This is an optimization exercise on Yosys and OpenROAD, whose aim is small area and a short achievable clock period, not a production implementation. No functional check of the RTL was part of this run.

===== flow/constraint.sdc =====
create_clock -name core_clock -period 12.0 [get_ports {clk}]
set_input_delay 2.4000 -clock core_clock [delete_from_list [all_inputs] [get_ports {clk}]]
set_output_delay 2.4000 -clock core_clock [all_outputs]
set_load 0.01 [all_outputs]

===== flow/design.v =====
module fir ( clk, coefs, in, out );
parameter INPUT_SZ = 16;	
parameter COEF_SZ = 16;	
parameter REGS_NUM   = 2;	
localparam MULT_SZ = (INPUT_SZ+COEF_SZ); 
localparam RESULT_SZ = (MULT_SZ+REGS_NUM-1); 
input  wire clk;
input  wire [INPUT_SZ-1:0]in;
input  wire [REGS_NUM*32-1:0]coefs; 
output wire [RESULT_SZ-1:0]out; 
genvar i;
generate
	for( i=0; i<REGS_NUM; i=i+1 )
	begin:registers
		reg [INPUT_SZ-1:0]r;
		if(i==0) begin
			always @(posedge clk)
				r <= in;
		end
		else begin
			always @(posedge clk)
				registers[i].r <= registers[i-1].r;
		end
		wire [COEF_SZ-1:0]c;
		assign c = coefs[((REGS_NUM-1-i)*32+COEF_SZ-1):(REGS_NUM-1-i)*32];
		reg [MULT_SZ-1:0]m;
		always @(posedge clk)
			m <= $signed(r) * $signed( c );
		reg [MULT_SZ-1+i:0]a;
		if(i==0) begin
			always @*
				registers[i].a = $signed(registers[i].m);
		end
		else
		begin
			always @*
				registers[i].a = $signed(registers[i].m)+$signed(registers[i-1].a);
		end
	end
endgenerate
reg [RESULT_SZ-1:0]result;
always @(posedge clk)
	result <= registers[REGS_NUM-1].a;
assign out = result;
endmodule
module fir_bandstop ( clk, in, out );
input  wire clk;
input  wire [15:0]in;
output wire [57:0]out;
fir #( .REGS_NUM(27) ) fir_bs_inst(
	.clk(clk),
	.coefs( {
-32'd441,
32'd2765,
32'd1814,
-32'd7291,
-32'd2145,
32'd9223,
-32'd2888,
-32'd5755,
32'd12740,
32'd237,
-32'd17515,
32'd2829,
32'd8435,
-32'd3418,
32'd8435,
32'd2829,
-32'd17515,
32'd237,
32'd12740,
-32'd5755,
-32'd2888,
32'd9223,
-32'd2145,
-32'd7291,
32'd1814,
32'd2765,
-32'd441
		} ),
	.in(in),
	.out(out)
	);
endmodule

===== flow/config.mk =====
export PLATFORM = sky130hd
export DESIGN_NAME = fir_bandstop
export DESIGN_NICKNAME = fir_bandstop
export VERILOG_FILES = /design/flow/design.v
export SDC_FILE = /design/flow/constraint.sdc
export NUM_CORES = 4
export LEC_CHECK = 0
export CAP_MARGIN = 20
export CORE_MARGIN = 2
export CORE_UTILIZATION = 40
export SLEW_MARGIN = 20

===== flow/run.sh =====
#!/bin/bash
# synth_recipe.tcl (not shown) runs the flow's synth.tcl, then flattens the netlist and writes it again
# the make line also repeats each setting of config.mk as NAME=value (left out here)
make -C /OpenROAD-flow-scripts/flow DESIGN_CONFIG=/design/flow/config.mk WORK_HOME=/design/flow/orfs CLKGATE_MAP_FILE= SYNTH_SCRIPT=/design/flow/synth_recipe.tcl finish

==> impl_metrics.py <==
metrics = {
    "outcome": {
        "status": "no timing/DRC/antenna violations",
    },
    "cts": {
        "cts_num_sinks": 1222,
        "clk_pin_slew_ps": 60,
        "cts_setup_buffers": 0,
        "post_cts_resize_count": 0,
        "clock_path_buffers": 4,
        "hold_buffers": 0,
        "clk_latency_ps": 900,
        "cts_root_buf": "clkbuf_16",
        "numCtsBuffers": 160,
        "cts_max_level": 4,
        "cts_tree": "done",
    },
    "die": {
        "fp.dieH_um": 618,
        "placementRows": 225,
        "die_w_um": 618,
        "coreArea_um2": 376000,
        "dieArea_um2": 382000,
        "io_pins": 75,
        "initial_core_util_pct": 40.2,
    },
    "drt": {
        "drc": 0,
        "ant_nets": 0,
        "vias_per_cell": 4.78,
        "avgRoutedWirePerCell_um": 19.5,
        "num_vias": 95755,
        "drt_iter0_drc": 4762,
        "drt-total-wl_um": 389000,
        "drtPass1Iterations": 5,
    },
    "sta": {
        "max_slew_margin_pct": 22.8,
        "drv_slew": 0,
        "tightestPinTransition_ps": 1140,
        "max_freq_ghz": 0.120,
        "rsz0062_at_grt": "no",
        "min_period_ps": 8370,
        "hold_violations": 0,
        "tns_ps": 0,
        "whs_ps": 399,
        "fin_crit_sh_pct": 69.7,
        "setup_viol": 0,
        "fin_worst_skew_ps": 66.1,
    },
    "logic_synthesis": {
        "synth_ff_type": "dfxtp_1",
        "synth-edff-count": 0,
        "synth.net_count": 19995,
        "ys_ff_latch": 1222,
        "synth_warnings": 1,
        "syn_area_per_cell_um2": 10.3,
        "syn_inst": 14672,
        "synth_area_um2": 151000,
        "ys_types": 100,
        "async_flop_share_pct": 0,
        "seq_area_frac_synth_pct": 16.2,
    },
    "placed_design": {
        "hpwl_um": 339000,
        "io_buffers": 74,
        "gp_congestion": 0.971,
        "dp_cells": 19705,
    },
    "worst_setup_path": {
        "crit_buf_inv": 5,
        "worst_path_max_delay_cell": "fa_1",
        "r2r_cells": 26,
        "worstSetupStartpointType": "flip-flop",
        "max_stage_delay_ps": 630,
        "cp_common_cell": "fa_1",
        "worstPathRequired_ps": 12820,
        "path_max_fanout": 11,
        "critPathKind": "flip-flop to flip-flop",
        "crit_cells": 26,
        "critPathCaptureType": "flip-flop",
        "critPathTopFamily": "adder cells",
        "crit_arrival_ps": 9190,
    },
    "global_route": {
        "grt_pass1_vias": 102125,
        "grtUsageTotal_pct": 21.0,
        "overflow": 0,
        "grt_start_max_net_pins": 42,
        "grt_pass1_wl_um": 607000,
        "antenna_found_initial": 24,
    },
    "min_path": {
        "hold_path.class": "flip-flop to flip-flop",
        "worstHoldPathCells": 0,
    },
    "layout": {
        "n_fill_cell": 36210,
        "register_area_um2": 24500,
        "fin_cells": 20012,
        "final_nets": 20196,
        "final_util_pct": 43.5,
        "multi_input_area_um2": 111000,
        "drive_gt1_share_pct": 2.80,
        "area_delta_synth_final_pct": 8.31,
    },
    "flow_run": {
        "maxCapViolCount": 0,
    },
}
state kept, by name, indices dropped and copies added (netlist names):
signal	count
fir_bs_inst.registers.m	732
fir_bs_inst.result	58
fir_bs_inst.registers.r	432
synth_stat cells, drive strengths merged, types with 25 or more instances:
master,number,area (um^2)
a211oi,58,440
a21o,240,1800
a21oi,593,3010
a31oi,58,369
and2,39,244
and3,61,382
clkbuf,58,218
dfxtp,1222,24500
fa,2502,50100
ha,2804,35100
inv,4114,15400
mux2i,38,380
nand2,290,1090
nand2b,87,544
nand3,117,586
nand4,40,250
nor2,375,1410
nor2b,68,425
nor3,114,571
o211ai,32,245
o21a,92,691
o21ai,334,1680
o21bai,92,691
o31ai,32,260
or2,46,288
or3,25,161
xnor2,560,4900
xor2,237,2080
per-layer routing:
| layer | global-route usage, % | routed length (um) |
|---|---|---|
| met5 | 0 | 13 |
| met4 | 7.85 | 17100 |
| met3 | 2.79 | 17600 |
| met2 | 34.6 | 179000 |
| met1 | 28.1 | 175000 |
logic make-up after synthesis:
| family | after synthesis | synth area share (%) |
|---|---|---|
| DFF | 1222 | 16.2 |
| adders and majority gates | 5307 | 56.5 |
| and+or+nand+nor | 1323 | 4.26 |
| buffers and inverters | 4179 | 10.4 |
| muxes | 53 | 0.364 |
| AOI/OAI and AO/OA | 1791 | 7.68 |
| xor gates and xnor gates | 797 | 4.63 |
cell usage in the layout (no fill, tap or decap), types with 31 or more instances in the layout:
cell,count
inv_1,4113
ha_1,2804
fa_1,2502
dfxtp_1,1221
a21oi_1,583
xnor2_1,560
nor2_1,375
o21ai_0,321
nand2_1,290
a21o_1,240
xor2_1,237
clkbuf_16,164
nand3_1,117
nor3_1,114
o21bai_1,92
o21a_1,92
nand2b_1,87
clkdlybuf4s50_1,74
nor2b_1,67
and3_1,61
a211oi_1,57
a31oi_1,57
or2_2,45
nand4_1,40
and2_1,39
mux2i_1,38
o211ai_1,31
final timing paths:
check                                              startpoint                             to  slack [ps]
worst max register to register  fir_bs_inst.registers[3].r[0]         fir_bs_inst.result[45]        3630
worst min-delay path            fir_bs_inst.registers[2].r[7]  fir_bs_inst.registers[3].r[7]         400
worst max-delay path            fir_bs_inst.registers[3].r[0]         fir_bs_inst.result[45]        3630
worst min register to register  fir_bs_inst.registers[2].r[7]  fir_bs_inst.registers[3].r[7]         400
through the flow:
step                instance area (um^2)  setup WS, ps
finish                            163000          3630
CTS                               163000          3590
global placement                  158000          3610
detailed placement                158000          3590
floorplan                         151000          4750
global route                      163000          3220
worst register-to-register path, delay by kind of cell, from the launching register on:
kind	cells	cell delay, ps
compound gates	7	1900
buf+inv	5	510
flops	1	430
simple gates	2	370
fa+ha+maj	12	5150
cell type report:
cell class | count | area share (%)
diodes | 18 | 0.0276
clock buffers | 199 | 2.72
clock inverters | 90 | 0.668
inverters | 4116 | 9.45
multi-input cells | 9271 | 67.8
flip-flops and latches | 1222 | 15.0
well taps | 4994 | 3.82
repair buffers | 102 | 0.582

[what the ideal ports hide]
The flow's constraints put no driver on any port. The routed layout listed below was extracted and timed again, unchanged, in two steps.
Step 1: set_driving_cell puts a clkbuf_16 on clk and a buf_2 on each other input, an assumption about the parent block.
Step 2, shift: input delay + t, output delay - t, t = (earliest + latest rising clock arrival at the registers) / 2. This alone moves slack from input paths to output paths.
Slacks: ideal ports / drivers / drivers and shift; pairs: ideal ports / drivers.
t (ns): 0.986
setup slack, ns: 3.632 / 3.632 / 3.632
worst data-port slew with drivers (ns): 0.10
After both steps this run still meets setup and hold. For this run, drivers alone change the setup slack by 0.000 ns; drivers and shift together by 0.000 ns.
